This design comes from an exercise in tuning for small area, a short achievable clock period and few clock cycles per item on the open sky130 flow, not from production work.
At most, simulation tests tie the RTL to the original design; equivalence was not proved.
For runs 1 to 7, only the layout was checked, not whether the RTL still works.
No activity file was given, so power comes from the tool's default toggle rates.

**flow/design.v**
```verilog
module apb_slave (
  input  logic        PCLK,
  input  logic        PRESETn,
  input  logic [31:0] PADDR,
  input  logic        PSEL,
  input  logic        PENABLE,
  input  logic        PWRITE,
  input  logic [31:0] PWDATA,
  output logic [31:0] PRDATA,
  output logic        PREADY,
  output logic        PSLVERR
);
  logic [15:0] [31:0] registers;
  logic [15:0]        written;
  logic               wr_pending;
  logic        addr_valid;
  logic [15:0] addr_dec;
  logic [15:0] wen;
  assign addr_valid = (PADDR[31:6] == 0);
  assign addr_dec   = 16'b1 << PADDR[5:2];
  assign wen        = wr_pending ? addr_dec : 16'b0;
  always_ff @(posedge PCLK or negedge PRESETn) begin
    if (!PRESETn) begin
      wr_pending <= 1'b0;
      written    <= '0;
    end else begin
      wr_pending <= PSEL && !PENABLE && PWRITE && addr_valid;
      written    <= written | wen;
    end
  end
  always_ff @(posedge PCLK) begin
    for (int i = 0; i < 16; i++)
      if (wen[i])
        registers[i] <= PWDATA;
  end
  logic [31:0] rdata;
  logic [15:0] rsel;
  apb_rsel u_rsel (.idx(PADDR[5:2]), .written(written), .sel(rsel));
  always_comb begin
    rdata = '0;
    for (int i = 0; i < 16; i++)
      rdata = rdata | (registers[i] & {32{rsel[i]}});
  end
  always_ff @(posedge PCLK) begin
    PRDATA  <= rdata;
    PSLVERR <= !addr_valid;
  end
  assign PREADY = 1'b1;
endmodule
module apb_rsel (
  input  logic [3:0]  idx,
  input  logic [15:0] written,
  output logic [15:0] sel
);
  assign sel = (16'b1 << idx) & written;
endmodule
```
**flow/flow/run.sh**
```bash
#!/bin/bash
# The standard layout, with every port buffered by a plain buf_1 (ORFS's
# buffer_ports otherwise picks a delay cell); repair_timing resizes as needed.
set -euo pipefail
bash standard.sh finish "BUFFER_PORTS_ARGS=-buffer_cell sky130_fd_sc_hd__buf_1" > standard.log 2>&1
```
**flow/standard.sh**
```bash
#!/bin/bash
# synth_recipe.tcl (not shown) runs the flow's synth.tcl, then flattens the netlist and writes it again
# the make line also repeats each setting of config.mk as NAME=value (left out here)
make -C /OpenROAD-flow-scripts/flow DESIGN_CONFIG=/design/flow/config.mk WORK_HOME=/design/flow/orfs CLKGATE_MAP_FILE= SYNTH_SCRIPT=/design/flow/synth_recipe.tcl "${@:-finish}"
```
**flow/config.mk**
```make
export PLATFORM = sky130hd
export DESIGN_NAME = apb_slave
export DESIGN_NICKNAME = apb_slave
export VERILOG_FILES = /design/flow/design.v
export SDC_FILE = /design/flow/constraint.sdc
export NUM_CORES = 4
export LEC_CHECK = 0
export CAP_MARGIN = 20
export CORE_MARGIN = 2
export CORE_UTILIZATION = 40
export CTS_CLUSTER_DIAMETER = 100
export CTS_CLUSTER_SIZE = 30
export SETUP_SLACK_MARGIN = 2.8
export SLEW_MARGIN = 20
export SYNTH_HIERARCHICAL = 1
```
**flow/constraint.sdc**
```tcl
create_clock -name core_clock -period 5.0 [get_ports {PCLK}]
set_input_delay 1.0000 -clock core_clock [delete_from_list [all_inputs] [get_ports {PCLK}]]
set_output_delay 1.0000 -clock core_clock [all_outputs]
set_load 0.01 [all_outputs]
```
==> impl_metrics.json, run 1 <==
{
  "synth_xor_area_share_pct": 0,
  "status": "complete, no violations",
  "p_leak_nw": 6.96,
  "crit_start": "PADDR[2]",
  "cts_tree": "done",
  "yosys_warnings": 7,
  "slowest_delay_ns": 0.39,
  "synth-seq-area-share_pct": 84.3,
  "max_freq_ghz": 0.451,
  "die-area_mm2": 0.0506,
  "worstSetupPathDepth": 7,
  "finalHoldViolCount": 0,
  "syn_inst": 975,
  "stdcell_count": 1756,
  "critPathCaptureType": "flop",
  "rsz0062_at_grt": "true",
  "htreeDepth": 1,
  "power.internal_mw": 6.01,
  "vias": 11100,
  "synth_edf_count": 512,
  "nets": 1195,
  "critPathSlowestCell": "nor2b_4",
  "min_period_over_period_pct": 44.3,
  "crit_type": "in -> reg",
  "gp_congestion": 0.733,
  "ioPinCount": 103,
  "yosys.area_share.simple_pct": 3.24,
  "cts.clk_slew.worst_paths_ns": 0.11,
  "combPwrFrac_pct": 1.5,
  "wire_per_inst_um": 32.1,
  "power_density_mw_per_mm2": 334,
  "wirelength_um": 56300,
  "finalSetupTns_ns": 0,
  "setup_viol": 0,
  "drive_above_1_share_pct": 15.4,
  "synth_compound_area_share_pct": 11.5,
  "cts_sinks": 562,
  "max_slew_margin_pct": 33.2,
  "fin_skew_ns": 0.0173,
  "design_area_mm2": 0.0223,
  "min_from": "registers[407]",
  "path_cells": "buf_2 > nor2b_4 > and3_4 > buf_4 > a22o_1 > a221oi_1 > nand4_1",
  "max_slew.worst_pin.slew_ns": 1.00,
  "syn_area_mm2": 0.0195,
  "worstReg2RegStart": "wr_pending",
  "grt_overflow": 0,
  "drtPass1Iterations": 5,
  "area.growth.synth_to_final_pct": 14.0,
  "critPathLaunchType": "primary input",
  "antenna_found_initial": 5,
  "cts_buffer_depth": 3,
  "cp.arrival_ns": 2.69,
  "dp_cells": 1664,
  "initial_core_util_pct": 40.7,
  "vias_per_cell": 6.30,
  "drv_slew": 0,
  "swShare_pct": 19.2,
  "path_max_fanout": 13,
  "drc_errors": 0,
  "peakVddDrop_mv": 0.184,
  "synth_nets": 1044,
  "avgSynthCellArea_um2": 20.0,
  "postRouteAntennaNets": 0,
  "clock_tree.root_cell": "clkbuf_16",
  "worstHoldPathType": "reg -> reg",
  "grt_max_degree": 34,
  "ys_ff_latch": 562,
  "cts_buffers": 22,
  "drt_iter0_drc": 1620,
  "track_usage_pct": 22.0,
  "synth_top_family_by_area": "compound AO/OA/AOI/OAI gates",
  "die_width_um": 225,
  "crit_buf_inv": 2,
  "p_switching_mw": 1.43,
  "async_flop_share_pct": 3.02,
  "synth.distinct_cells": 25,
  "die_h_um": 225,
  "placed_area_mm2": 0.0209,
  "fill_cells": 3960,
  "synthFlopType": "edfxtp_1",
  "synthMuxAreaShare_pct": 0,
  "core_area_mm2": 0.0479,
  "grt_first_pass_wirelength_um": 77400,
  "power_mw": 7.44,
  "port_buffers": 99,
  "required_ns": 5.48,
  "seqPwrFrac_pct": 68.7,
  "crit_family": "simple AND/OR/NAND/NOR gates",
  "power.share.clock_pct": 29.8,
  "rrSetupSlack_ns": 2.99,
  "min_period_ns": 2.22,
  "crit_path_end": "PRDATA[0]",
  "grt_pass1_vias": 10200,
  "clkLatencyLatePin_ns": 0.58,
  "dpl.hpwl_um": 23800,
  "timing.rr.end": "registers[151]",
  "reg2reg_depth": 3,
  "rows": 80,
  "maxCapViolations": 0,
  "synth-adder-area-share_pct": 0
}
[power by group through the flow]
stage	Sequential, mW	Combinational [mW]	Clock (mW)
finish	5.11	0.110	2.22
global route	5.11	0.119	2.40
CTS	5.11	0.102	2.26
detailed placement	5.22	0.0884	0
global placement	5.22	0.0823	0
floorplan	5.22	0.0111	0
[worst min-delay path by stage]
stage	endpoint	slack, ns	depth (start not counted)
2_1_floorplan	written[0]	0.43	1
3_3_place_gp	written[10]	0.45	1
3_5_place_dp	written[1]	0.44	1
4_1_cts	PRDATA[23]	0.49	2
5_1_grt	PRDATA[5]	0.52	2
6_report	PRDATA[23]	0.49	2
[cell type report]
class                      count  area, µm²  share of cell area (%)
sequential                   562      16500                    73.9
multi-input combinational    381       3390                    15.2
timing repair buffer         159       1000                    4.50
tap                          615        769                    3.46
clock buffer                  36        624                    2.80
clock inverter                 1       8.76                  0.0393
antenna                        2       5.00                  0.0225
[modules after synthesis, one instance, submodules excluded]
module	cell area, µm²	times used
apb_rsel	146	1
apb_slave	19400	1
[flip-flops by register name, summed over array words and instances (netlist names)]
register / count
wr_pending: 1
PSLVERR: 1
registers: 512
written: 16
PRDATA: 32
[placed cells by master, fill, tap and decap left out, drive strengths merged, types with 2 or more instances in the layout]
cell type    n
nand4       33
edfxtp     512
nor2        16
clkbuf      36
dfxtp       33
and3        32
a22o       128
nand2        2
nand2b       2
buf        159
a221oi     128
nor2b        3
diode        2
and2         2
nand3b       3
nor4         6
nor3         4
or2         16
dfrtp       17
[metrics by stage]
stage	utilization [%]	setup WS [ns]	hold WS, ns
2_1_floorplan	-	2.28	0.430
3_3_place_gp	43.5	1.40	0.445
3_5_place_dp	43.5	1.39	0.442
4_1_cts	45.9	2.76	0.491
5_1_grt	46.4	2.74	0.520
6_report	46.4	2.78	0.485
[synthesized netlist by cell type, types with 3 or more instances]
cell type | n | area (µm²)
nor4_1 | 6 | 37.5
nor3_1 | 4 | 20.0
clkbuf_1 | 44 | 165
or2_2 | 16 | 100
a221oi_1 | 128 | 1120
and3_1 | 16 | 100
nand3b_1 | 3 | 22.5
nor2_1 | 15 | 56.3
nand4_1 | 33 | 206
edfxtp_1 | 512 | 15400
dfxtp_1 | 33 | 661
nor2b_1 | 3 | 18.8
buf_2 | 4 | 20.0
dfrtp_1 | 17 | 425
a22o_1 | 128 | 1120
[logic make-up (layout without fill, tap and decap cells)]
| logic type | count (synthesis) | count (layout) |
|---|---|---|
| buffers and inverters | 49 | 196 |
| other | 1 | 3 |
| AO/OA/AOI/OAI | 256 | 256 |
| flip-flops | 562 | 562 |
| AND/OR/NAND/NOR | 107 | 124 |
[repair_timing]
action,in CTS,in global routing
buffers inserted,20,16
setup endpoints to repair,498,117
pin swaps,23,7
gates cloned,17,0
gates resized for setup,43,20
hold buffers,0,0
[worst reg2reg max path: cells and delay by family, from the launching register on]
family	cells	cell delay [ns]
simple gates	2	0.59
buf+inv	1	0.58
flops	1	0.44
[per-layer routing]
metal / global-route usage (%) / wire (µm) / vias up
met5: 0 / 21 / -
met2: 33.8 / 25900 / 680
li1: - / - / 4515
met4: 4.87 / 1100 / 4
met1: 32.1 / 22500 / 5786
met3: 5.16 / 6790 / 75
==> inputs of run 2 (changes only) <==
--- a/flow/design.v
+++ b/flow/design.v
@@ -34,12 +34,15 @@
         registers[i] <= PWDATA;
   end
   logic [31:0] rdata;
-  logic [15:0] rsel;
-  apb_rsel u_rsel (.idx(PADDR[5:2]), .written(written), .sel(rsel));
+  logic [15:0] rsel_lo, rsel_hi;
+  apb_rsel u_rsel_lo (.idx(PADDR[5:2]), .written(written), .sel(rsel_lo));
+  apb_rsel u_rsel_hi (.idx(PADDR[5:2]), .written(written), .sel(rsel_hi));
   always_comb begin
     rdata = '0;
-    for (int i = 0; i < 16; i++)
-      rdata = rdata | (registers[i] & {32{rsel[i]}});
+    for (int i = 0; i < 16; i++) begin
+      rdata[15:0]  = rdata[15:0]  | (registers[i][15:0]  & {16{rsel_lo[i]}});
+      rdata[31:16] = rdata[31:16] | (registers[i][31:16] & {16{rsel_hi[i]}});
+    end
   end
   always_ff @(posedge PCLK) begin
     PRDATA  <= rdata;
==> run 2 against run 1 <==
  * Highest routed layer unchanged
  * Die area rose by 1.1%
  * Utilization fell by 0.74 points
  * Non-clock buffer count shrank 9
  * Final area rose by 0.25%
  * Via count down 3.6%
  * Clock skew decreased by 0.0068 ns
  * Hold slack lost 0.13 ns
  * Still clean on timing, DRC and antenna
  * Critical endpoint is now PRDATA[23]
==> impl_metrics.json, run 2 <==
{
  "port_buffers": 99,
  "ys_ff_latch": 562,
  "crit_start": "PADDR[4]",
  "peakVddDrop_mv": 0.292,
  "fin_ws_ns": 2.84,
  "regMostFlops": "registers",
  "htreeDepth": 1,
  "finalHoldViolCount": 0,
  "path_cells": "clkbuf_4 > nor2b_1 > and3_4 > buf_4 > a22o_1 > a221oi_1 > nand4_1",
  "grt_max_degree": 34,
  "layout_common_cells": "edfxtp_1 (512), a22o_1 (128), a221oi_1 (95)",
  "max_freq_ghz": 0.463,
  "drive_above_1_share_pct": 15.6,
  "min_period_over_period_pct": 43.2,
  "place_ws_ns": 1.42,
  "p_leak_nw": 7.02,
  "setup_viol": 0,
  "power_density_mw_per_mm2": 335,
  "hold_ws_ns": 0.354,
  "critPathSlowestCell": "a221oi_1",
  "drt_iter0_drc": 1271,
  "postRouteAntennaNets": 0,
  "path_max_fanout": 15,
  "wire_per_inst_um": 28.4,
  "rsz0062_at_grt": "true",
  "grt_pass1_vias": 10700,
  "placed_area_mm2": 0.0213,
  "synth.distinct_cells": 26,
  "die_width_um": 226,
  "drv_slew": 0,
  "wirelength_um": 51100,
  "cts_buffers": 22,
  "max_slew.worst_pin.slew_ns": 0.701,
  "dpl.hpwl_um": 25900,
  "drc_errors": 0,
  "die-area_mm2": 0.0512,
  "synth-seq-area-share_pct": 83.3,
  "ioPinCount": 103,
  "clock_tree.root_cell": "clkbuf_16",
  "syn_area_mm2": 0.0198,
  "max_slew_margin_pct": 53.3,
  "maxCapViolations": 0,
  "synth_nets": 1084,
  "area.growth.synth_to_final_pct": 12.9,
  "fin_skew_ns": 0.0105,
  "grt_overflow": 0,
  "min_period_ns": 2.16,
  "synth_top_area_share_pct": 77.8,
  "status": "complete, no violations",
  "grt_first_pass_wirelength_um": 73300,
  "required_ns": 5.44,
  "cts.clk_slew.worst_paths_ns": 0.11,
  "nets": 1193,
  "layout_commonest_cell": "edfxtp_1",
  "antenna_found_initial": 3,
  "largest_reg_flops": 512,
  "rows": 81,
  "design_area_mm2": 0.0223,
  "critPathLaunchType": "primary input",
  "avgSynthCellArea_um2": 19.5,
  "slowest_delay_ns": 0.28,
  "initial_core_util_pct": 40.5,
  "worstReg2RegStart": "wr_pending",
  "cp.arrival_ns": 2.60,
  "gp_congestion": 0.748,
  "synthTopCellsByCount": "edfxtp_1 (512), a221oi_1 (128), a22o_1 (128)",
  "die_h_um": 226,
  "vias_per_cell": 5.92,
  "core_area_mm2": 0.0488,
  "synth_area_leaders": "edfxtp_1 (78%), a221oi_1 (5.7%), a22o_1 (5.7%)",
  "drtPass1Iterations": 5,
  "worstHoldPathType": "in -> async",
  "critPathCaptureType": "flop",
  "crit_type": "in -> reg",
  "n_antenna_cell": 0,
  "async_flop_share_pct": 3.02,
  "cts_tree": "done",
  "clkLatencyLatePin_ns": 0.57,
  "finalSetupTns_ns": 0,
  "synth_edf_count": 512,
  "cts_sinks": 562,
  "reg_top3": "registers x512, PRDATA x32, written x16",
  "synth.most_common_cell": "edfxtp_1",
  "track_usage_pct": 20.1,
  "cts_buffer_depth": 3,
  "fill_cells": 4220,
  "yosys_warnings": 7,
  "synthFlopType": "edfxtp_1",
  "yosysTopAreaCell": "edfxtp_1",
  "syn_inst": 1015,
  "utilization_pct": 45.7,
  "vias": 10700
}
-- run 2: path summary, 6_finish.rpt --
kind | to | slack (ns) | cells after the start
worst max-delay path | PRDATA[23] | 2.84 | 7
worst min-delay path | written[7] | 0.35 | 1
worst max register to register | registers[159] | 3.04 | 3
worst min register to register | PRDATA[2] | 0.49 | 2
max in group asynchronous | written[9] | 4.33 | 1
min in group core_clock | PRDATA[2] | 0.49 | 2
-- run 2: kinds of logic (layout without fill, tap and decap cells) --
kind of cell	count (synthesis)	count (layout)	share of synthesized area [%]
simple gates	131	131	3.94
flops	562	562	83.3
compound gates	256	256	11.3
other cells	1	1	0.0190
buf+inv	65	189	1.39
-- run 2: layout make-up --
class                   instances  area, µm²  area share, %
clock buffers                  37        628           2.81
clock inverters                 2       35.0          0.157
multi-input cells             388       3480           15.6
flip-flops and latches        562      16500           73.8
well taps                     664        831           3.72
repair buffers                150        878           3.94
-- run 2: Yosys stat by module (local to each module, per instance) --
module,flip-flops and latches,cells,cell area (µm²)
apb_rsel,0,24,146
apb_slave,562,967,19500
-- run 2: critical path: cells and delay by family --
kind | cells | cell delay (ns)
and+or+nand+nor | 3 | 0.65
AOI/OAI and AO/OA | 2 | 0.50
buffers and inverters | 2 | 0.44
-- run 2: power breakdown --
part	leakage [nW]	internal [mW]	switching (mW)	total [mW]
Sequential	5.10	5.11	0.00000000248	5.11
Clock	0.318	0.928	1.34	2.26
Combinational	1.59	0.0180	0.0790	0.0971
-- run 2: layer usage --
| layer | share of wire, % | vias to the layer above | track usage, % | routed length, µm |
|---|---|---|---|---|
| met1 | 42 | 5696 | 27.8 | 21500 |
| met2 | 49 | 373 | 33.8 | 24900 |
| met5 | 0.076 | - | 0 | 39 |
| met4 | 2.5 | 6 | 4.69 | 1280 |
| li1 | - | 4515 | - | - |
| met3 | 6.7 | 76 | 2.76 | 3410 |
-- run 2: what timing repair did --
action                                  CTS  global route
hold buffers                              0             0
resized for setup                        53            13
pin swaps                                 5             2
setup buffers                            17             0
endpoints found under the setup margin  559            40
hold endpoints to repair                  0             0
-- run 2: through the flow --
stage | total power, mW | instances
floorplan | 5.24 | 1015
global placement | 5.31 | 1747
detailed placement | 5.31 | 1747
CTS | 7.52 | 1803
global route | 7.68 | 1803
finish | 7.48 | 1803
==> inputs of run 3 (changes only) <==
--- a/flow/config.mk
+++ b/flow/config.mk
@@ -10,6 +10,6 @@
 export CORE_UTILIZATION = 40
 export CTS_CLUSTER_DIAMETER = 100
 export CTS_CLUSTER_SIZE = 30
-export SETUP_SLACK_MARGIN = 2.8
+export SETUP_SLACK_MARGIN = 3.2
 export SLEW_MARGIN = 20
 export SYNTH_HIERARCHICAL = 1
==> run 3 against run 2 <==
  * Still clean
  * Via count grew 7.2%
  * Die area is the same
  * Total power grew 1.5%
  * Flip-flop and latch count is the same
  * Sequential power is essentially flat
  * Worst setup slack gained 0.084 ns
  * Register-to-register slack gained 0.07 ns
  * Non-clock buffer count grew 116
  * Critical endpoint is now PRDATA[0]
==> impl_metrics.json, run 3 <==
{
  "path_max_fanout": 1,
  "rrSetupSlack_ns": 3.11,
  "hold_ws_ns": 0.364,
  "grt_max_degree": 34,
  "rows": 81,
  "finalSetupTns_ns": 0,
  "utilization_pct": 51.1,
  "power.internal_mw": 6.12,
  "crit_type": "reg -> out",
  "drtPass1Iterations": 5,
  "maxCapViolations": 0,
  "cp.arrival_ns": 1.08,
  "antenna_found_initial": 1,
  "yosys_warnings": 7,
  "power_density_mw_per_mm2": 304,
  "postRouteAntennaNets": 0,
  "max_freq_ghz": 0.482,
  "power.share.clock_pct": 30.7,
  "synth.distinct_cells": 26,
  "path_cells": "buf_6",
  "htreeDepth": 1,
  "drv_slew": 0,
  "synthTopCellsByCount": "edfxtp_1 (512), a221oi_1 (128), a22o_1 (128)",
  "multi_input_area_mm2": 0.00425,
  "ys_ff_latch": 562,
  "p_switching_mw": 1.46,
  "p_leak_nw": 8.30,
  "wirelength_um": 57200,
  "fin_skew_ns": 0.0180,
  "worstHoldPathType": "in -> async",
  "combPwrFrac_pct": 1.9,
  "worstReg2RegStart": "wr_pending",
  "gp_congestion": 0.734,
  "cts_sinks": 562,
  "min_period_over_period_pct": 41.5,
  "crit_buf_inv": 1,
  "ioPinCount": 103,
  "layout_common_cells": "edfxtp_1 (512), a22o_1 (127), a221oi_2 (104)",
  "synth_area_leaders": "edfxtp_1 (78%), a221oi_1 (5.7%), a22o_1 (5.7%)",
  "timing.rr.end": "registers[406]",
  "drive_above_1_share_pct": 35.0,
  "reg_top3": "registers x512, PRDATA x32, written x16",
  "fill_cells": 3906,
  "drc_errors": 0,
  "vias_per_cell": 5.93,
  "critPathSlowestCell": "dfxtp_4",
  "largest_reg_flops": 512,
  "seqPwrFrac_pct": 67.4,
  "wire_per_inst_um": 29.7,
  "synth_edf_count": 512,
  "dpl.hpwl_um": 26700,
  "max_slew_margin_pct": 54.6,
  "slowest_delay_ns": 0.38,
  "clock_tree.root_cell": "clkbuf_16",
  "regArea_mm2": 0.0165,
  "min_period_ns": 2.08,
  "status": "complete, no violations",
  "grt_pass1_vias": 11200,
  "crit_family": "flip-flops",
  "regMostFlops": "registers",
  "synthFlopType": "edfxtp_1",
  "finalHoldViolCount": 0,
  "design_area_mm2": 0.0250,
  "cts.clk_slew.worst_paths_ns": 0.12,
  "synth-seq-area-share_pct": 83.3,
  "fin_ws_ns": 2.92,
  "setup_viol": 0,
  "track_usage_pct": 22.2,
  "synth_top_area_share_pct": 77.8,
  "max_slew.worst_pin.slew_ns": 0.681,
  "cts_tree": "done",
  "async_flop_share_pct": 3.02,
  "required_ns": 4.00,
  "placed_area_mm2": 0.0217,
  "rsz0062_at_grt": "true",
  "reg2reg_depth": 6,
  "die-area_mm2": 0.0512,
  "syn_area_mm2": 0.0198,
  "n_antenna_cell": 0,
  "die_h_um": 226,
  "swShare_pct": 19.3,
  "initial_core_util_pct": 40.5,
  "syn_inst": 1015,
  "grt_overflow": 0,
  "peakVddDrop_mv": 0.213,
  "layout_commonest_cell": "edfxtp_1",
  "cts_buffers": 22,
  "clkLatencyLatePin_ns": 0.58,
  "vias": 11400,
  "grt_first_pass_wirelength_um": 80200,
  "cts_buffer_depth": 3,
  "avgSynthCellArea_um2": 19.5,
  "critPathCaptureType": "output port",
  "place_ws_ns": 1.44,
  "critPathLaunchType": "flop",
  "nets": 1317,
  "synth_nets": 1084,
  "synth.most_common_cell": "edfxtp_1",
  "port_buffers": 99,
  "die_width_um": 226,
  "area.growth.synth_to_final_pct": 26.4,
  "ctsHoldBuffers": 0,
  "drt_iter0_drc": 1256,
  "yosysTopAreaCell": "edfxtp_1",
  "core_area_mm2": 0.0488
}
[run 3: worst reg2reg max path, stage by stage, from the launching register on]
cell	delay (ns)
dfrtp_1	0.47
or3b_4	0.47
buf_6	0.15
nor2_4	0.10
buf_12	0.17
buf_12	0.12
buf_12	0.12
[run 3: layout make-up]
type	instances	share of cell area, %
clock buffers	39	2.63
well taps	664	3.33
multi-input cells	396	17.0
clock inverters	1	0.120
repair buffers	266	10.9
flip-flops and latches	562	66.0
[run 3: worst max-delay path by stage]
stage / from / end / slack [ns] / cells after the start
4_1_cts: PRDATA[0] / PRDATA[0] / 2.91 / 1
2_1_floorplan: PADDR[2] / registers[0] / 2.28 / 2
6_report: PRDATA[0] / PRDATA[0] / 2.92 / 1
3_3_place_gp: PADDR[3] / registers[204] / 1.47 / 4
3_5_place_dp: PADDR[3] / registers[204] / 1.44 / 4
5_1_grt: PADDR[2] / PRDATA[4] / 2.91 / 9
[run 3: cells by family (layout without fill, tap and decap cells)]
group | count (synthesis) | after routing | share of synthesized area [%]
other | 1 | 1 | 0.0190
AOI/OAI and AO/OA | 256 | 256 | 11.3
buffers and inverters | 65 | 306 | 1.39
and+or+nand+nor | 131 | 139 | 3.94
DFF | 562 | 562 | 83.3
[run 3: per-stage QoR]
stage,std cells,total power [mW]
after floorplan,1015,5.24
after global placement,1756,5.32
after detailed placement,1756,5.32
after CTS,1907,7.60
after global routing,1928,7.76
final,1928,7.59
[run 3: what timing repair did]
| action | in CTS | in global routing |
|---|---|---|
| endpoints found under the setup margin | 593 | 308 |
| resized for setup | 256 | 48 |
| cloned | 19 | 2 |
| buffers inserted | 92 | 19 |
| pin swaps | 69 | 41 |
[run 3: power by group through the flow]
stage / Combinational (mW) / Sequential, mW / Clock [mW]
floorplan: 0.0191 / 5.22 / 0
global placement: 0.0977 / 5.22 / 0
detailed placement: 0.104 / 5.22 / 0
CTS: 0.135 / 5.11 / 2.35
global route: 0.156 / 5.11 / 2.49
finish: 0.145 / 5.11 / 2.33
[run 3: Yosys stat by module (local to each module, per instance)]
module / times used / flops+latches
apb_rsel: 2 / 0
apb_slave: 1 / 562
[run 3: metal layers]
metal	global-route usage [%]	vias up	share of wire, %
met1	29.6	5993	39
met4	6.26	2	2.9
li1	-	4808	-
met5	0	-	0.023
met3	4.59	102	8.7
met2	37.1	524	49
==> inputs of run 4 (changes only) <==
--- a/flow/config.mk
+++ b/flow/config.mk
@@ -10,6 +10,6 @@
 export CORE_UTILIZATION = 40
 export CTS_CLUSTER_DIAMETER = 100
 export CTS_CLUSTER_SIZE = 30
-export SETUP_SLACK_MARGIN = 3.2
+export SETUP_SLACK_MARGIN = 3.0
 export SLEW_MARGIN = 20
 export SYNTH_HIERARCHICAL = 1
==> run 4 against run 3 <==
  * Clock skew shrank 0.0020 ns
  * Combinational power shrank 19%
  * Register-to-register slack gained 0.04 ns
  * Synthesized cell count is the same
  * Worst setup slack gained 0.010 ns
  * Routed wire length shrank 8.3%
  * Area after synthesis is the same
  * Sequential share of layout area grew 4.7 points
  * First-iteration DRC count shrank 20%
  * Flip-flop and latch count is the same
  * Largest power group unchanged
  * Highest routed layer unchanged
==> impl_metrics.json, run 4 <==
{
  "peakVddDrop_mv": 0.221,
  "antenna_found_initial": 3,
  "cts_tree": "done",
  "avgSynthCellArea_um2": 19.5,
  "synth_xor_area_share_pct": 0,
  "critPathLaunchType": "flop",
  "critPathCaptureType": "output port",
  "async_flop_share_pct": 3.02,
  "path_cells": "buf_6",
  "syn_area_mm2": 0.0198,
  "grt_max_degree": 34,
  "largest_reg_flops": 512,
  "gp_congestion": 0.734,
  "min_period_ns": 2.07,
  "area.growth.synth_to_final_pct": 18.0,
  "ioPinCount": 103,
  "cts.clk_slew.worst_paths_ns": 0.12,
  "die_width_um": 226,
  "power_density_mw_per_mm2": 320,
  "drt_iter0_drc": 1010,
  "crit_type": "reg -> out",
  "clkLatencyLatePin_ns": 0.58,
  "synth_top_family_by_area": "compound AO/OA/AOI/OAI gates",
  "maxCapViolations": 0,
  "dpl.hpwl_um": 26800,
  "cts_buffers": 22,
  "synth_top_area_share_pct": 77.8,
  "wire_per_inst_um": 28.6,
  "yosys_warnings": 7,
  "reg_top3": "registers x512, PRDATA x32, written x16",
  "regArea_mm2": 0.0165,
  "vias": 10700,
  "fin_skew_ns": 0.0160,
  "synth_nets": 1084,
  "max_freq_ghz": 0.484,
  "rsz0062_at_grt": "true",
  "crit_buf_inv": 1,
  "clock_tree.root_cell": "clkbuf_16",
  "drv_slew": 0,
  "multi_input_area_mm2": 0.00393,
  "synthMuxAreaShare_pct": 0,
  "synthTopCellsByCount": "edfxtp_1 (512), a221oi_1 (128), a22o_1 (128)",
  "min_period_over_period_pct": 41.3,
  "vias_per_cell": 5.82,
  "grt_overflow": 0,
  "wirelength_um": 52400,
  "core_area_mm2": 0.0488,
  "crit_family": "flip-flops",
  "htreeDepth": 1,
  "utilization_pct": 47.7,
  "critPathSlowestCell": "dfxtp_4",
  "finalHoldViolCount": 0,
  "drive_above_1_share_pct": 27.8,
  "layout_commonest_cell": "edfxtp_1",
  "slowest_delay_ns": 0.38,
  "power_mw": 7.46,
  "nets": 1224,
  "max_slew.worst_pin.slew_ns": 0.709,
  "initial_core_util_pct": 40.5,
  "syn_inst": 1015,
  "synth-seq-area-share_pct": 83.3,
  "cts_buffer_depth": 3,
  "track_usage_pct": 20.2,
  "rows": 81,
  "synth.distinct_cells": 26,
  "yosys.area_share.simple_pct": 3.94,
  "synth_compound_area_share_pct": 11.3,
  "synthFlopType": "edfxtp_1",
  "drtPass1Iterations": 5,
  "status": "complete, no violations",
  "drc_errors": 0,
  "path_max_fanout": 1,
  "cp.arrival_ns": 1.07,
  "stdcell_count": 1836,
  "finalSetupTns_ns": 0,
  "port_buffers": 99,
  "setup_viol": 0,
  "placed_area_mm2": 0.0217,
  "design_area_mm2": 0.0233,
  "yosysTopAreaCell": "edfxtp_1",
  "worstHoldPathType": "in -> async",
  "die-area_mm2": 0.0512,
  "layout_common_cells": "edfxtp_1 (512), a22o_1 (128), a221oi_2 (88)",
  "synth_edf_count": 512,
  "ys_ff_latch": 562,
  "dp_cells": 1757,
  "synth_area_leaders": "edfxtp_1 (78%), a221oi_1 (5.7%), a22o_1 (5.7%)",
  "synth.most_common_cell": "edfxtp_1",
  "regMostFlops": "registers",
  "synth-adder-area-share_pct": 0,
  "cts_sinks": 562,
  "p_leak_nw": 7.55,
  "postRouteAntennaNets": 0,
  "die_h_um": 226,
  "grt_first_pass_wirelength_um": 73900,
  "fill_cells": 4097,
  "required_ns": 4.00,
  "max_slew_margin_pct": 52.8,
  "grt_pass1_vias": 10700
}
## run 4: cell types whose count changed in the layout (fill, tap and decap cells not counted), sizes merged
cell    before  now
buf        262  178
bufinv       1    0
diode        0    1
clkbuf      42   41
inv          0    1
bufbuf       1    0
and3        40   33
## run 4: final timing paths
check                                    start  depth (start not counted)  slack, ns        endpoint
max in group asynchronous              PRESETn                          2       4.05      written[2]
worst min-delay path                   PRESETn                          1       0.42      written[7]
min in group core_clock         registers[226]                          2       0.49       PRDATA[2]
worst max register to register      wr_pending                          3       3.15  registers[132]
worst max-delay path                PRDATA[20]                          1       2.94      PRDATA[20]
worst min register to register  registers[226]                          2       0.49       PRDATA[2]
## run 4: logic make-up (layout without fill, tap and decap cells)
| logic type | Yosys count | count (layout) |
|---|---|---|
| compound gates | 256 | 256 |
| simple gates | 131 | 132 |
| flops | 562 | 562 |
| buf+inv | 65 | 220 |
| other cells | 1 | 2 |
## run 4: area by class of cell
class,instances,area share (%)
flip-flops and latches,562,70.7
clock buffers,39,2.73
diodes,1,0.0107
repair buffers,180,6.12
well taps,664,3.56
clock inverters,1,0.0376
multi-input cells,389,16.8
## run 4: report_power, final
| group | switching, mW | internal [mW] | leakage [nW] | total (mW) |
|---|---|---|---|---|
| Sequential | 0.00000000318 | 5.11 | 5.11 | 5.11 |
| Clock | 1.34 | 0.884 | 0.307 | 2.23 |
| Combinational | 0.0871 | 0.0311 | 2.13 | 0.118 |
| Total | 1.43 | 6.03 | 7.55 | 7.46 |
## run 4: routing by layer
metal / vias to the layer above / routed length, µm / track usage, %
met1: 5666 / 22100 / 28.2
met4: 2 / 704 / 3.33
met2: 386 / 26200 / 34.5
li1: 4587 / - / -
met5: - / 7 / 0
met3: 47 / 3470 / 2.55
## run 4: per-module statistics from Yosys, one instance, submodules excluded
module / cells / flops+latches / area, µm² / copies in the design
apb_slave: 967 / 562 / 19500 / 1
apb_rsel: 24 / 0 / 146 / 2
## run 4: metrics by stage
step	hold WS, ns	worst slack (ns)
4_1_cts	0.491	2.91
6_report	0.423	2.94
3_5_place_dp	0.471	1.42
3_3_place_gp	0.460	1.50
2_1_floorplan	0.446	2.28
5_1_grt	0.427	2.90
## run 4: what timing repair did
action	4_1_cts	5_1_grt
hold buffers	0	0
gates cloned	0	3
buffers inserted	29	5
pin swaps	15	16
endpoints found under the setup margin	593	113
gates resized for setup	134	56
==> inputs of run 5 (changes only) <==
--- a/flow/config.mk
+++ b/flow/config.mk
@@ -7,7 +7,7 @@
 export LEC_CHECK = 0
 export CAP_MARGIN = 20
 export CORE_MARGIN = 2
-export CORE_UTILIZATION = 40
+export CORE_UTILIZATION = 60
 export CTS_CLUSTER_DIAMETER = 100
 export CTS_CLUSTER_SIZE = 30
 export SETUP_SLACK_MARGIN = 3.0
==> run 5 against run 4 <==
  * Highest routed layer is now met4
  * Total power hardly changed
  * Sequential share of layout area is 0.33 points higher
  * Critical path type unchanged
  * Clock-buffer cell count stayed put
  * Still clean
  * Fmax is 1.6% higher
  * First-iteration DRC count is 32% higher
  * Utilization is 24 points higher
  * Clock skew is 0.0054 ns higher
==> impl_metrics.json, run 5 <==
{
  "status": "complete, no violations",
  "min_period_ns": 2.03,
  "synth_area_leaders": "edfxtp_1 (78%), a221oi_1 (5.7%), a22o_1 (5.7%)",
  "synth_edf_count": 512,
  "gp_congestion": 0.749,
  "timing.rr.end": "registers[138]",
  "cts_buffer_depth": 3,
  "power.internal_mw": 6.03,
  "worstReg2RegStart": "wr_pending",
  "swShare_pct": 19.2,
  "reg2reg_depth": 3,
  "drive_above_1_share_pct": 28.1,
  "design_area_mm2": 0.0232,
  "placed_area_mm2": 0.0215,
  "ioPinCount": 103,
  "slowest_delay_ns": 0.37,
  "multi_input_area_mm2": 0.00393,
  "port_buffers": 99,
  "max_slew.worst_pin.slew_ns": 0.677,
  "synth.distinct_cells": 26,
  "synth_top_area_share_pct": 77.8,
  "finalHoldViolCount": 0,
  "vias_per_cell": 6.83,
  "grt_overflow": 0,
  "critPathCaptureType": "output port",
  "track_usage_pct": 30.4,
  "crit_family": "flip-flops",
  "synthTopCellsByCount": "edfxtp_1 (512), a221oi_1 (128), a22o_1 (128)",
  "crit_type": "reg -> out",
  "cts.clk_slew.worst_paths_ns": 0.12,
  "critPathLaunchType": "flop",
  "regMostFlops": "registers",
  "regArea_mm2": 0.0165,
  "fill_cells": 2001,
  "required_ns": 4.00,
  "synth-seq-area-share_pct": 83.3,
  "core_area_mm2": 0.0325,
  "ctsHoldBuffers": 0,
  "reg_top3": "registers x512, PRDATA x32, written x16",
  "drtPass1Iterations": 5,
  "async_flop_share_pct": 3.02,
  "drv_slew": 0,
  "fin_ws_ns": 2.97,
  "n_antenna_cell": 0,
  "initial_core_util_pct": 60.9,
  "clkLatencyLatePin_ns": 0.57,
  "clock_tree.root_cell": "clkbuf_16",
  "drc_errors": 0,
  "die_h_um": 185,
  "postRouteAntennaNets": 0,
  "yosysTopAreaCell": "edfxtp_1",
  "drt_iter0_drc": 1331,
  "cts_sinks": 562,
  "power.share.clock_pct": 29.8,
  "max_slew_margin_pct": 54.9,
  "syn_inst": 1015,
  "wire_per_inst_um": 32.1,
  "grt_first_pass_wirelength_um": 72600,
  "grt_max_degree": 34,
  "p_switching_mw": 1.43,
  "dpl.hpwl_um": 26400,
  "synthFlopType": "edfxtp_1",
  "layout_common_cells": "edfxtp_1 (512), a22o_1 (128), a221oi_2 (84)",
  "hold_ws_ns": 0.361,
  "rrSetupSlack_ns": 3.17,
  "avgSynthCellArea_um2": 19.5,
  "worstSetupPathDepth": 1,
  "yosys_warnings": 7,
  "antenna_found_initial": 0,
  "syn_area_mm2": 0.0198,
  "htreeDepth": 1,
  "area.growth.synth_to_final_pct": 17.4,
  "cts_buffers": 22,
  "worstHoldPathType": "in -> async",
  "rows": 66,
  "synth.most_common_cell": "edfxtp_1",
  "peakVddDrop_mv": 0.278,
  "path_cells": "buf_6",
  "nets": 1239,
  "maxCapViolations": 0,
  "fin_skew_ns": 0.0214,
  "die_width_um": 185,
  "die-area_mm2": 0.0344,
  "largest_reg_flops": 512,
  "crit_buf_inv": 1,
  "path_max_fanout": 1,
  "synth_nets": 1084,
  "finalSetupTns_ns": 0,
  "min_period_over_period_pct": 40.6,
  "p_leak_nw": 7.63,
  "wirelength_um": 52200,
  "power_density_mw_per_mm2": 321,
  "cp.arrival_ns": 1.03,
  "max_freq_ghz": 0.492,
  "utilization_pct": 71.5,
  "setup_viol": 0,
  "layout_commonest_cell": "edfxtp_1",
  "place_ws_ns": 1.46,
  "grt_pass1_vias": 10600,
  "seqPwrFrac_pct": 68.6,
  "critPathSlowestCell": "dfxtp_2",
  "combPwrFrac_pct": 1.6,
  "ys_ff_latch": 562,
  "cts_tree": "done",
  "vias": 11100,
  "rsz0062_at_grt": "true"
}
==> run 5: cell families after synthesis <==
| group | count (synthesis) | synth area share (%) |
|---|---|---|
| flops | 562 | 83.3 |
| compound gates | 256 | 11.3 |
| simple gates | 131 | 3.94 |
| buf+inv | 65 | 1.39 |
| other cells | 1 | 0.0190 |
==> run 5: final cells by class <==
class | instances | share of cell area (%)
Tap cell | 442 | 2.38
Sequential cell | 562 | 71.0
Clock buffer | 39 | 2.74
Clock inverter | 1 | 0.0378
Multi-Input combinational cell | 390 | 16.9
Timing Repair Buffer | 194 | 6.87
==> run 5: power groups by stage <==
stage | clock network, mW | logic, mW | registers [mW]
6_report | 2.22 | 0.117 | 5.11
5_1_grt | 2.39 | 0.128 | 5.11
4_1_cts | 2.24 | 0.109 | 5.11
3_5_place_dp | 0 | 0.104 | 5.22
3_3_place_gp | 0 | 0.0979 | 5.22
2_1_floorplan | 0 | 0.0191 | 5.22
==> run 5: Yosys stat by module (local to each module, per instance) <==
module / cells inside / flip-flops and latches
apb_slave: 967 / 562
apb_rsel: 24 / 0
==> run 5: what timing repair did <==
action / 4_1_cts / 5_1_grt
pin swaps: 18 / 11
setup buffers: 35 / 13
resized for setup: 122 / 41
setup endpoints to repair: 589 / 212
gates cloned: 4 / 1
==> run 5: worst max path at each step <==
| stage | startpoint | end | slack [ns] |
|---|---|---|---|
| floorplan | PADDR[2] | registers[0] | 2.28 |
| global placement | PADDR[3] | PRDATA[4] | 1.48 |
| detailed placement | PADDR[3] | registers[87] | 1.46 |
| CTS | PRDATA[9] | PRDATA[9] | 2.95 |
| global route | PRDATA[20] | PRDATA[20] | 2.94 |
| finish | PRDATA[19] | PRDATA[19] | 2.97 |
==> run 5: layer usage <==
layer | GRT usage (%) | share of wire [%] | wire [µm]
met4 | 6.38 | 2.1 | 1100
met3 | 4.62 | 8.9 | 4640
met1 | 45.7 | 41 | 21400
met5 | 0 | 0 | 0
met2 | 48.0 | 48 | 25000
==> run 5: metrics by stage <==
step	instances	power [mW]
3_3_place_gp	1535	5.32
3_5_place_dp	1535	5.32
2_1_floorplan	1015	5.24
5_1_grt	1628	7.64
6_report	1628	7.46
4_1_cts	1614	7.46
==> inputs of run 6 (changes only) <==
--- a/flow/config.mk
+++ b/flow/config.mk
@@ -7,7 +7,7 @@
 export LEC_CHECK = 0
 export CAP_MARGIN = 20
 export CORE_MARGIN = 2
-export CORE_UTILIZATION = 60
+export CORE_UTILIZATION = 75
 export CTS_CLUSTER_DIAMETER = 100
 export CTS_CLUSTER_SIZE = 30
 export SETUP_SLACK_MARGIN = 3.0
==> run 6 against run 5 <==
  * Still clean
  * Combinational power about the same
  * Final area shrank 1.3%
  * Total power is 0.50% lower
  * Routed wire length is 3.4% higher
  * Synthesized cell count did not move
  * Via count is 4.7% higher
  * First-iteration DRC count grew 35%
  * Fmax fell by 3.7%
  * Clock skew shrank 0.0042 ns
  * Flip-flop and latch count unchanged
  * Utilization is 17 points higher
  * Non-clock buffer count shrank 7
  * Largest cell class unchanged
  * Highest routed layer unchanged
==> impl_metrics.json, run 6 <==
{
  "seqPwrFrac_pct": 68.9,
  "area.growth.synth_to_final_pct": 15.8,
  "avgSynthCellArea_um2": 19.5,
  "synth_top_area_share_pct": 77.8,
  "ys_ff_latch": 562,
  "ctsHoldBuffers": 0,
  "grt_max_degree": 34,
  "antenna_found_initial": 0,
  "power.share.clock_pct": 29.5,
  "status": "complete, no violations",
  "die_h_um": 166,
  "vias_per_cell": 7.69,
  "drv_slew": 0,
  "setup_viol": 0,
  "cts_tree": "done",
  "clkLatencyLatePin_ns": 0.56,
  "drive_above_1_share_pct": 28.0,
  "layout_commonest_cell": "edfxtp_1",
  "cts.clk_slew.worst_paths_ns": 0.11,
  "utilization_pct": 88.1,
  "track_usage_pct": 38.0,
  "fin_skew_ns": 0.0171,
  "max_slew.worst_pin.slew_ns": 0.697,
  "largest_reg_flops": 512,
  "wire_per_inst_um": 35.7,
  "die-area_mm2": 0.0277,
  "power.internal_mw": 6.02,
  "fill_cells": 985,
  "combPwrFrac_pct": 1.6,
  "synth.most_common_cell": "edfxtp_1",
  "maxCapViolations": 0,
  "die_width_um": 166,
  "synth_nets": 1084,
  "yosys_warnings": 7,
  "port_buffers": 99,
  "ioPinCount": 103,
  "max_slew_margin_pct": 53.5,
  "syn_area_mm2": 0.0198,
  "cp.arrival_ns": 2.51,
  "peakVddDrop_mv": 0.380,
  "cts_buffer_depth": 3,
  "async_flop_share_pct": 3.02,
  "gp_congestion": 0.761,
  "stdcell_count": 1513,
  "vias": 11600,
  "worstHoldPathType": "in -> async",
  "cts_buffers": 22,
  "min_period_ns": 2.11,
  "path_max_fanout": 16,
  "dpl.hpwl_um": 26400,
  "min_period_over_period_pct": 42.2,
  "drt_iter0_drc": 1792,
  "grt_pass1_vias": 11700,
  "nets": 1231,
  "swShare_pct": 18.8,
  "crit_type": "in -> reg",
  "htreeDepth": 1,
  "synth.distinct_cells": 26,
  "power_density_mw_per_mm2": 324,
  "cts_sinks": 562,
  "synth_area_leaders": "edfxtp_1 (78%), a221oi_1 (5.7%), a22o_1 (5.7%)",
  "synthTopCellsByCount": "edfxtp_1 (512), a221oi_1 (128), a22o_1 (128)",
  "reg_top3": "registers x512, PRDATA x32, written x16",
  "max_freq_ghz": 0.474,
  "grt_overflow": 0,
  "finalSetupTns_ns": 0,
  "syn_inst": 1015,
  "rows": 59,
  "reg2reg_depth": 3,
  "dp_cells": 1426,
  "regMostFlops": "registers",
  "critPathLaunchType": "primary input",
  "yosysTopAreaCell": "edfxtp_1",
  "wirelength_um": 54000,
  "layout_common_cells": "edfxtp_1 (512), a22o_1 (128), a221oi_2 (85)",
  "clock_tree.root_cell": "clkbuf_16",
  "initial_core_util_pct": 76.0,
  "required_ns": 5.40,
  "drc_errors": 0,
  "p_leak_nw": 7.55,
  "rsz0062_at_grt": "true",
  "p_switching_mw": 1.39,
  "core_area_mm2": 0.0260,
  "synth-seq-area-share_pct": 83.3,
  "critPathCaptureType": "flop",
  "synthFlopType": "edfxtp_1",
  "drtPass1Iterations": 5,
  "synth_edf_count": 512,
  "postRouteAntennaNets": 0,
  "hold_ws_ns": 0.376,
  "finalHoldViolCount": 0,
  "power_mw": 7.42,
  "n_antenna_cell": 0,
  "grt_first_pass_wirelength_um": 75300
}
-- run 6: cell counts after synthesis --
Identical to the previous run, type by type.
-- run 6: stage by stage --
stage / setup WS [ns] / area, µm²
6_report: 2.89 / 22900
5_1_grt: 2.87 / 22900
4_1_cts: 2.97 / 22600
3_5_place_dp: 1.41 / 21300
3_3_place_gp: 1.35 / 21300
2_1_floorplan: 2.28 / 20800
-- run 6: path summary, 6_finish.rpt --
check                               start              to  slack (ns)
max                              PADDR[5]      PRDATA[19]        2.89
min                               PRESETn      wr_pending        0.38
max reg2reg                    wr_pending  registers[134]        3.08
min reg2reg                registers[409]      PRDATA[25]        0.50
max in group asynchronous         PRESETn      written[3]        4.13
min in group core_clock    registers[409]      PRDATA[25]        0.50
-- run 6: worst max-delay path, cell delays in order --
cell and delay, ns:
buf_1 0.11, buf_12 0.16, and2_4 0.16, and3_4 0.27, a22o_1 0.27, a221oi_1 0.31
nand4_1 0.22
-- run 6: cell type report --
cell class	count	area (µm²)	share of cell area, %
Clock buffer	39	636	2.78
Clock inverter	1	8.76	0.0383
Timing Repair Buffer	187	1360	5.95
Multi-Input combinational cell	389	3990	17.4
Tap cell	335	419	1.83
Sequential cell	562	16500	72.0
-- run 6: Yosys stat by module (local to each module, per instance) --
module | copies in the design | flip-flops and latches | cells inside | area, µm²
apb_rsel | 2 | 0 | 24 | 146
apb_slave | 1 | 562 | 967 | 19500
-- run 6: cell families (layout without fill, tap and decap cells) --
logic type	count (synthesis)	in the layout	share of synthesized area, %
buffers and inverters	65	227	1.39
DFF	562	562	83.3
other	1	1	0.0190
AOI/OAI and AO/OA	256	256	11.3
and+or+nand+nor	131	132	3.94
-- run 6: routing by layer --
layer	GRT usage, %	vias to the layer above	routed length (µm)	share of wire (%)
met3	7.82	183	7200	13
li1	-	4598	-	-
met1	53.1	5841	18200	34
met2	61.5	1016	26500	49
met5	0	-	0	0
met4	13.7	0	2060	3.8
-- run 6: timing repair --
| item | CTS | global route |
|---|---|---|
| gates resized for setup | 123 | 51 |
| hold endpoints to repair | 0 | 0 |
| endpoints found under the setup margin | 590 | 168 |
| gates cloned | 0 | 1 |
| buffers inserted | 35 | 10 |
| pin swaps | 12 | 7 |
-- run 6: power by group through the flow --
stage | sequential (mW) | combinational [mW] | clock, mW
floorplan | 5.22 | 0.0191 | 0
global placement | 5.22 | 0.0936 | 0
detailed placement | 5.22 | 0.101 | 0
CTS | 5.11 | 0.107 | 2.17
global route | 5.11 | 0.125 | 2.32
finish | 5.11 | 0.116 | 2.19
==> inputs of run 7 (changes only) <==
--- a/flow/design.v
+++ b/flow/design.v
@@ -12,19 +12,21 @@
 );
   logic [15:0] [31:0] registers;
   logic [15:0]        written;
-  logic               wr_pending;
+  logic [3:0]         wr_pending;
   logic        addr_valid;
   logic [15:0] addr_dec;
   logic [15:0] wen;
   assign addr_valid = (PADDR[31:6] == 0);
   assign addr_dec   = 16'b1 << PADDR[5:2];
-  assign wen        = wr_pending ? addr_dec : 16'b0;
+  always_comb
+    for (int i = 0; i < 16; i++)
+      wen[i] = wr_pending[i / 4] && (PADDR[3:2] == 2'(i % 4));
   always_ff @(posedge PCLK or negedge PRESETn) begin
     if (!PRESETn) begin
-      wr_pending <= 1'b0;
+      wr_pending <= '0;
       written    <= '0;
     end else begin
-      wr_pending <= PSEL && !PENABLE && PWRITE && addr_valid;
+      wr_pending <= (PSEL && !PENABLE && PWRITE && addr_valid) ? 4'b1 << PADDR[5:4] : 4'b0;
       written    <= written | wen;
     end
   end
--- a/flow/config.mk
+++ b/flow/config.mk
@@ -7,7 +7,7 @@
 export LEC_CHECK = 0
 export CAP_MARGIN = 20
 export CORE_MARGIN = 2
-export CORE_UTILIZATION = 75
+export CORE_UTILIZATION = 40
 export CTS_CLUSTER_DIAMETER = 100
 export CTS_CLUSTER_SIZE = 30
 export SETUP_SLACK_MARGIN = 3.0
==> run 7 against run 6 <==
  * Non-clock buffer count fell by 53
  * Routed wire length fell by 3.6%
  * Sequential share of layout area rose by 0.54 points
  * Total power rose by 0.73%
  * Utilization fell by 43 points
  * Still clean on timing, DRC and antenna
  * Cell count rose by 19%
==> impl_metrics.json, run 7 <==
{
  "status": "complete, no violations",
  "design_area_mm2": 0.0228,
  "drt_iter0_drc": 1176,
  "synth_edf_count": 512,
  "maxCapViolations": 0,
  "vias_per_cell": 5.91,
  "path_max_fanout": 1,
  "min_period_ns": 2.07,
  "syn_area_mm2": 0.0203,
  "synth_compound_area_share_pct": 11.6,
  "wirelength_um": 52000,
  "postRouteAntennaNets": 0,
  "p_leak_nw": 7.32,
  "synthFlopType": "edfxtp_1",
  "grt_overflow": 0,
  "rsz0062_at_grt": "true",
  "synth.most_common_cell": "edfxtp_1",
  "synthTopCellsByCount": "edfxtp_1 (512), a22o_1 (128), a221oi_1 (108)",
  "critPathLaunchType": "flop",
  "reg_top3": "registers x512, PRDATA x32, written x16",
  "clock_tree.root_cell": "clkbuf_16",
  "cts.clk_slew.worst_paths_ns": 0.12,
  "area.growth.synth_to_final_pct": 12.3,
  "synth_area_leaders": "edfxtp_1 (76%), a22o_1 (5.5%), a221oi_1 (4.6%)",
  "clkLatencyLatePin_ns": 0.58,
  "fill_cells": 4236,
  "ioPinCount": 103,
  "path_cells": "buf_6",
  "wire_per_inst_um": 28.8,
  "worstReg2RegStart": "wr_pending[1]",
  "synthMuxAreaShare_pct": 0,
  "antenna_found_initial": 1,
  "ctsHoldBuffers": 0,
  "seqPwrFrac_pct": 68.7,
  "core_area_mm2": 0.0502,
  "nets": 1185,
  "syn_inst": 1019,
  "drtPass1Iterations": 5,
  "yosys.area_share.simple_pct": 4.23,
  "ys_ff_latch": 565,
  "max_slew.worst_pin.slew_ns": 0.803,
  "regMostFlops": "registers",
  "reg2reg_depth": 2,
  "synth_nets": 1088,
  "dpl.hpwl_um": 25800,
  "yosys_warnings": 7,
  "crit_family": "flip-flops",
  "cts_buffer_depth": 3,
  "critPathCaptureType": "output port",
  "synth-adder-area-share_pct": 0,
  "setup_viol": 0,
  "grt_first_pass_wirelength_um": 74700,
  "regArea_mm2": 0.0166,
  "largest_reg_flops": 512,
  "crit_type": "reg -> out",
  "max_freq_ghz": 0.483,
  "avgSynthCellArea_um2": 20.0,
  "htreeDepth": 1,
  "track_usage_pct": 19.5,
  "die_width_um": 230,
  "slowest_delay_ns": 0.38,
  "synth_xor_area_share_pct": 0,
  "multi_input_area_mm2": 0.00388,
  "initial_core_util_pct": 40.6,
  "vias": 10700,
  "rrSetupSlack_ns": 3.14,
  "power_density_mw_per_mm2": 327,
  "worstHoldPathType": "in -> async",
  "hold_ws_ns": 0.362,
  "async_flop_share_pct": 3.54,
  "die_h_um": 230,
  "power_mw": 7.47,
  "rows": 82,
  "drv_slew": 0,
  "cp.arrival_ns": 1.07,
  "drive_above_1_share_pct": 24.2,
  "port_buffers": 99,
  "required_ns": 4.00,
  "peakVddDrop_mv": 0.217,
  "drc_errors": 0,
  "power.share.clock_pct": 29.9,
  "grt_pass1_vias": 10700,
  "power.internal_mw": 6.04,
  "layout_common_cells": "edfxtp_1 (512), a22o_1 (128), a221oi_2 (79)",
  "swShare_pct": 19.1,
  "synth.distinct_cells": 29,
  "placed_area_mm2": 0.0216,
  "grt_max_degree": 34,
  "p_switching_mw": 1.43,
  "synth_top_family_by_area": "compound AO/OA/AOI/OAI gates",
  "synth-seq-area-share_pct": 81.3,
  "fin_skew_ns": 0.0248,
  "cts_buffers": 22,
  "layout_commonest_cell": "edfxtp_1",
  "cts_tree": "done",
  "critPathSlowestCell": "dfxtp_2",
  "cts_sinks": 565,
  "die-area_mm2": 0.0527,
  "gp_congestion": 0.711,
  "crit_buf_inv": 1,
  "finalSetupTns_ns": 0,
  "max_slew_margin_pct": 46.4,
  "yosysTopAreaCell": "edfxtp_1",
  "timing.rr.end": "registers[240]",
  "min_period_over_period_pct": 41.4,
  "combPwrFrac_pct": 1.4,
  "finalHoldViolCount": 0,
  "synth_top_area_share_pct": 75.6
}
run 7: cell count changes after synthesis, sizes merged, moves of 2 or more:
cell | before | now
buf | 20 | 55
nor2 | 17 | 6
nand3b | 3 | 0
dfrtp | 17 | 20
and2 | 4 | 16
nor4 | 6 | 8
nor3 | 4 | 1
and3 | 32 | 36
nand2b | 2 | 0
nor2b | 6 | 8
clkbuf | 45 | 10
run 7: worst max-delay path by stage:
stage	startpoint	to	slack (ns)	cells past startpoint
6_report	PRDATA[31]	PRDATA[31]	2.93	1
3_3_place_gp	PADDR[3]	PRDATA[24]	1.54	6
5_1_grt	PRDATA[16]	PRDATA[16]	2.91	1
3_5_place_dp	PADDR[3]	PRDATA[18]	1.55	6
2_1_floorplan	PADDR[2]	PRDATA[10]	2.83	7
4_1_cts	PRDATA[31]	PRDATA[31]	2.91	1
run 7: layout make-up:
type	instances	area share, %
clock buffer	39	2.78
timing repair buffer	134	3.97
antenna	1	0.0110
clock inverter	1	0.0329
sequential	565	72.5
tap	672	3.68
multi-input combinational	392	17.0
inverter	1	0.0164
run 7: power by group through the flow:
| stage | clock, mW | sequential (mW) | combinational, mW |
|---|---|---|---|
| floorplan | 0 | 5.25 | 0.0160 |
| global placement | 0 | 5.24 | 0.0910 |
| detailed placement | 0 | 5.25 | 0.0979 |
| CTS | 2.26 | 5.14 | 0.102 |
| global route | 2.43 | 5.14 | 0.116 |
| finish | 2.23 | 5.14 | 0.103 |
run 7: worst register-to-register path, cell delays in order, from the launching register on:
cell,delay [ns]
dfrtp_1,0.55
and3_4,0.66
buf_4,0.36
run 7: through the flow:
stage	cells	setup slack, ns	util, %
3_5_place_dp	1745	1.55	43.0
5_1_grt	1805	2.91	45.5
6_report	1805	2.93	45.5
4_1_cts	1793	2.91	45.0
2_1_floorplan	1019	2.83	-
3_3_place_gp	1745	1.54	43.0
run 7: cells by family after synthesis:
logic type / after synthesis
buffers and inverters: 66
other: 1
DFF: 565
and+or+nand+nor: 131
AOI/OAI and AO/OA: 256
run 7: what timing repair did:
action                     in CTS  in global routing
cloned                          4                  0
pin swaps                       6                  7
setup buffers                   4                 11
gates resized for setup       122                 32
setup endpoints to repair     593                144
run 7: routing by layer:
layer / GRT usage (%) / routed length (µm) / vias up
met5: 0 / 0 / -
met1: 27.4 / 22600 / 5695
met4: 3.98 / 776 / 0
li1: - / - / 4528
met3: 2.34 / 3320 / 49
met2: 32.7 / 25400 / 403
run 7: modules after synthesis (local to each module, per instance):
module | cells | area (µm²)
apb_rsel | 24 | 146
apb_slave | 971 | 20100
==> inputs of run 8 (changes only) <==
--- a/flow/design.v
+++ b/flow/design.v
@@ -12,21 +12,17 @@
 );
   logic [15:0] [31:0] registers;
   logic [15:0]        written;
-  logic [3:0]         wr_pending;
+  logic [15:0]        wen;
   logic        addr_valid;
   logic [15:0] addr_dec;
-  logic [15:0] wen;
   assign addr_valid = (PADDR[31:6] == 0);
   assign addr_dec   = 16'b1 << PADDR[5:2];
-  always_comb
-    for (int i = 0; i < 16; i++)
-      wen[i] = wr_pending[i / 4] && (PADDR[3:2] == 2'(i % 4));
   always_ff @(posedge PCLK or negedge PRESETn) begin
     if (!PRESETn) begin
-      wr_pending <= '0;
+      wen        <= '0;
       written    <= '0;
     end else begin
-      wr_pending <= (PSEL && !PENABLE && PWRITE && addr_valid) ? 4'b1 << PADDR[5:4] : 4'b0;
+      wen        <= (PSEL && !PENABLE && PWRITE && addr_valid) ? addr_dec : 16'b0;
       written    <= written | wen;
     end
   end
--- a/flow/config.mk
+++ b/flow/config.mk
@@ -10,6 +10,6 @@
 export CORE_UTILIZATION = 40
 export CTS_CLUSTER_DIAMETER = 100
 export CTS_CLUSTER_SIZE = 30
-export SETUP_SLACK_MARGIN = 3.0
+export SETUP_SLACK_MARGIN = 3.1
 export SLEW_MARGIN = 20
 export SYNTH_HIERARCHICAL = 1
==> run 8 against run 7 <==
  * Highest routed layer is now met5
  * Register-to-register slack better by 0.28 ns
  * Sequential share of layout area down 1.3 points
  * Critical path type unchanged
  * Critical path depth unchanged
  * Non-clock buffer count grew 41
  * Still clean
  * Clock skew up 0.0024 ns
==> impl_metrics.json, run 8 <==
{
  "status": "complete, no violations",
  "regMostFlops": "registers",
  "min_period_ns": 2.06,
  "maxCapViolations": 0,
  "ioPinCount": 103,
  "p_leak_nw": 7.67,
  "worstSetupPathDepth": 1,
  "multi_input_area_mm2": 0.00401,
  "synth_top_area_share_pct": 75.9,
  "drv_slew": 0,
  "reg2reg_depth": 4,
  "max_freq_ghz": 0.485,
  "area.growth.synth_to_final_pct": 17.2,
  "grt_overflow": 0,
  "power_mw": 7.65,
  "grt_first_pass_wirelength_um": 75400,
  "initial_core_util_pct": 40.4,
  "crit_path_end": "PRDATA[1]",
  "cp.arrival_ns": 1.06,
  "peakVddDrop_mv": 0.229,
  "grt_max_degree": 34,
  "path_cells": "buf_6",
  "synth-seq-area-share_pct": 83.2,
  "cts_tree": "done",
  "cts_sinks": 577,
  "vias": 11000,
  "nets": 1241,
  "max_slew_margin_pct": 22.6,
  "synth.most_common_cell": "edfxtp_1",
  "antenna_found_initial": 1,
  "synth_nets": 1109,
  "slowest_delay_ns": 0.38,
  "gp_congestion": 0.727,
  "cts_buffer_depth": 3,
  "path_max_fanout": 1,
  "crit_family": "flip-flops",
  "fin_skew_ns": 0.0273,
  "crit_type": "reg -> out",
  "port_buffers": 99,
  "wirelength_um": 53400,
  "required_ns": 4.00,
  "postRouteAntennaNets": 0,
  "critPathCaptureType": "output port",
  "worstReg2RegStart": "written[13]",
  "clkLatencyLatePin_ns": 0.57,
  "layout_common_cells": "edfxtp_1 (512), a22o_1 (128), a221oi_2 (89)",
  "layout_commonest_cell": "edfxtp_1",
  "setup_viol": 0,
  "syn_inst": 1040,
  "worstHoldPathType": "reg -> reg",
  "synthFlopType": "edfxtp_1",
  "clock_tree.root_cell": "clkbuf_16",
  "drt_iter0_drc": 1320,
  "largest_reg_flops": 512,
  "async_flop_share_pct": 5.55,
  "ys_ff_latch": 577,
  "track_usage_pct": 19.7,
  "yosysTopAreaCell": "edfxtp_1",
  "die_h_um": 229,
  "critPathSlowestCell": "dfxtp_2",
  "crit_start": "PRDATA[1]",
  "drc_errors": 0,
  "htreeDepth": 1,
  "critPathLaunchType": "flop",
  "avgSynthCellArea_um2": 19.5,
  "synth_edf_count": 512,
  "dpl.hpwl_um": 25700,
  "crit_buf_inv": 1,
  "grt_pass1_vias": 10900,
  "syn_area_mm2": 0.0202,
  "fill_cells": 4205,
  "drive_above_1_share_pct": 28.5,
  "finalSetupTns_ns": 0,
  "wire_per_inst_um": 28.7,
  "synth.distinct_cells": 28,
  "die-area_mm2": 0.0524,
  "cts_buffers": 23,
  "power_density_mw_per_mm2": 322,
  "synth_area_leaders": "edfxtp_1 (76%), a221oi_1 (5.5%), a22o_1 (5.5%)",
  "min_period_over_period_pct": 41.3,
  "drtPass1Iterations": 5,
  "max_slew.worst_pin.slew_ns": 1.16,
  "finalHoldViolCount": 0,
  "rrSetupSlack_ns": 3.42,
  "timing.rr.end": "PRDATA[8]",
  "cts.clk_slew.worst_paths_ns": 0.11,
  "core_area_mm2": 0.0501,
  "reg_top3": "registers x512, PRDATA x32",
  "rows": 82,
  "yosys_warnings": 7,
  "synthTopCellsByCount": "edfxtp_1 (512), a221oi_1 (128), a22o_1 (128)",
  "vias_per_cell": 5.90,
  "rsz0062_at_grt": "true",
  "regArea_mm2": 0.0169,
  "die_width_um": 229,
  "n_antenna_cell": 0
}
-- run 8: changes by cell type in the layout (fill, tap and decap cells not counted), moves of 4 or more --
| cell | previous run | this run |
|---|---|---|
| dfrtp_2 | 0 | 14 |
| nand2_1 | 1 | 5 |
| and2_4 | 20 | 4 |
| dfrtp_1 | 20 | 16 |
| buf_12 | 3 | 10 |
| buf_4 | 30 | 61 |
| or2_1 | 8 | 0 |
| nor4_1 | 2 | 7 |
| or2_2 | 8 | 16 |
| a221oi_2 | 79 | 89 |
| nor4_4 | 0 | 6 |
| a221oi_1 | 49 | 39 |
-- run 8: cells by family after synthesis --
family | after synthesis | synth area share [%]
AO/OA/AOI/OAI | 256 | 11.1
buffers and inverters | 68 | 1.33
flip-flops | 577 | 83.2
other | 1 | 0.0185
AND/OR/NAND/NOR | 138 | 4.42
-- run 8: stage by stage --
| step | worst slack (ns) | cell area (µm²) | utilization [%] | hold WS [ns] | instances |
|---|---|---|---|---|---|
| detailed placement | 1.44 | 22100 | 44.2 | 0.463 | 1777 |
| floorplan | 2.83 | 21400 | - | 0.443 | 1040 |
| finish | 2.94 | 23700 | 47.4 | 0.450 | 1860 |
| CTS | 2.90 | 23100 | 46.2 | 0.453 | 1821 |
| global placement | 1.52 | 22100 | 44.2 | 0.462 | 1777 |
| global route | 2.91 | 23700 | 47.4 | 0.477 | 1860 |
-- run 8: area by class of cell --
type                       instances  area share [%]
multi-input combinational        395            16.9
clock buffer                      40            2.70
clock inverter                     1           0.127
sequential                       577            71.2
timing repair buffer             175            5.54
tap                              672            3.54
-- run 8: repair_timing --
action                                  in CTS  in global routing
gates resized for setup                    120                 48
endpoints found under the setup margin      68                 62
hold endpoints to repair                     0                  0
buffers inserted                             3                 37
cloned                                       0                  2
pin swaps                                    3                 19
hold buffers                                 0                  0
-- run 8: how the worst min path moves through the flow --
stage | start | end | slack (ns) | cells past startpoint
2_1_floorplan | written[0] | written[0] | 0.44 | 1
3_3_place_gp | registers[340] | PRDATA[20] | 0.46 | 2
3_5_place_dp | registers[340] | PRDATA[20] | 0.46 | 2
4_1_cts | registers[340] | PRDATA[20] | 0.45 | 2
5_1_grt | registers[340] | PRDATA[20] | 0.48 | 2
6_report | registers[340] | PRDATA[20] | 0.45 | 2
-- run 8: power breakdown --
group          leakage, nW  internal (mW)  switching (mW)  total [mW]
Combinational         2.06         0.0339          0.0917       0.126
Sequential            5.29           5.23   0.00000000367        5.23
Clock                0.315          0.897            1.39        2.29
Total                 7.67           6.17            1.48        7.65
-- run 8: per-module statistics from Yosys (local to each module, per instance) --
module     flops+latches  cell area (µm²)
apb_slave            577            20000
apb_rsel               0              146
-- run 8: routing by layer --
metal | vias up | routed length, µm | part of all wire [%] | global-route usage, %
li1 | 4662 | - | - | -
met1 | 5799 | 22900 | 43 | 28.0
met2 | 450 | 25600 | 48 | 32.3
met3 | 65 | 3680 | 6.9 | 2.81
met4 | 2 | 1090 | 2.0 | 4.67
met5 | - | 13 | 0.024 | 0
Testbench counts of run 8, summed over its fixed seeds: cycles 32,000, transfers 16,000.

-- what the ideal ports hide --
Ports are ideal in the flow. The routed layouts listed here were re-timed in OpenROAD. Step 1, drivers: a clkbuf_16 drives PCLK and a buf_2 each remaining input, both assumed. Step 2 also shifts input and output timing later by t, the mid clock arrival at the registers, as if the neighbouring blocks saw the same clock. a / b / c = no drivers / after step 1 / after step 2; a / b = the first two.
run	t (ns)	setup WS [ns]	slew at the worst register clock pin (ns)
run 1	0.621	2.785 / 2.805 / 2.184	0.12 / 0.12
run 2	0.619	2.840 / 2.819 / 2.240	0.11 / 0.11
run 3	0.625	2.925 / 2.866 / 2.326	0.12 / 0.12
run 4	0.619	2.935 / 2.881 / 2.397	0.12 / 0.12
run 5	0.611	2.968 / 2.917 / 2.395	0.12 / 0.12
run 6	0.602	2.889 / 2.901 / 2.308	0.11 / 0.11
run 7	0.627	2.928 / 2.870 / 2.348	0.12 / 0.12
run 8	0.619	2.937 / 2.882 / 2.462	0.12 / 0.12
After both steps setup and hold are still met in every run listed. For run 1, which loses most, drivers alone change the setup slack by +0.020 ns; drivers and shift together by -0.601 ns.
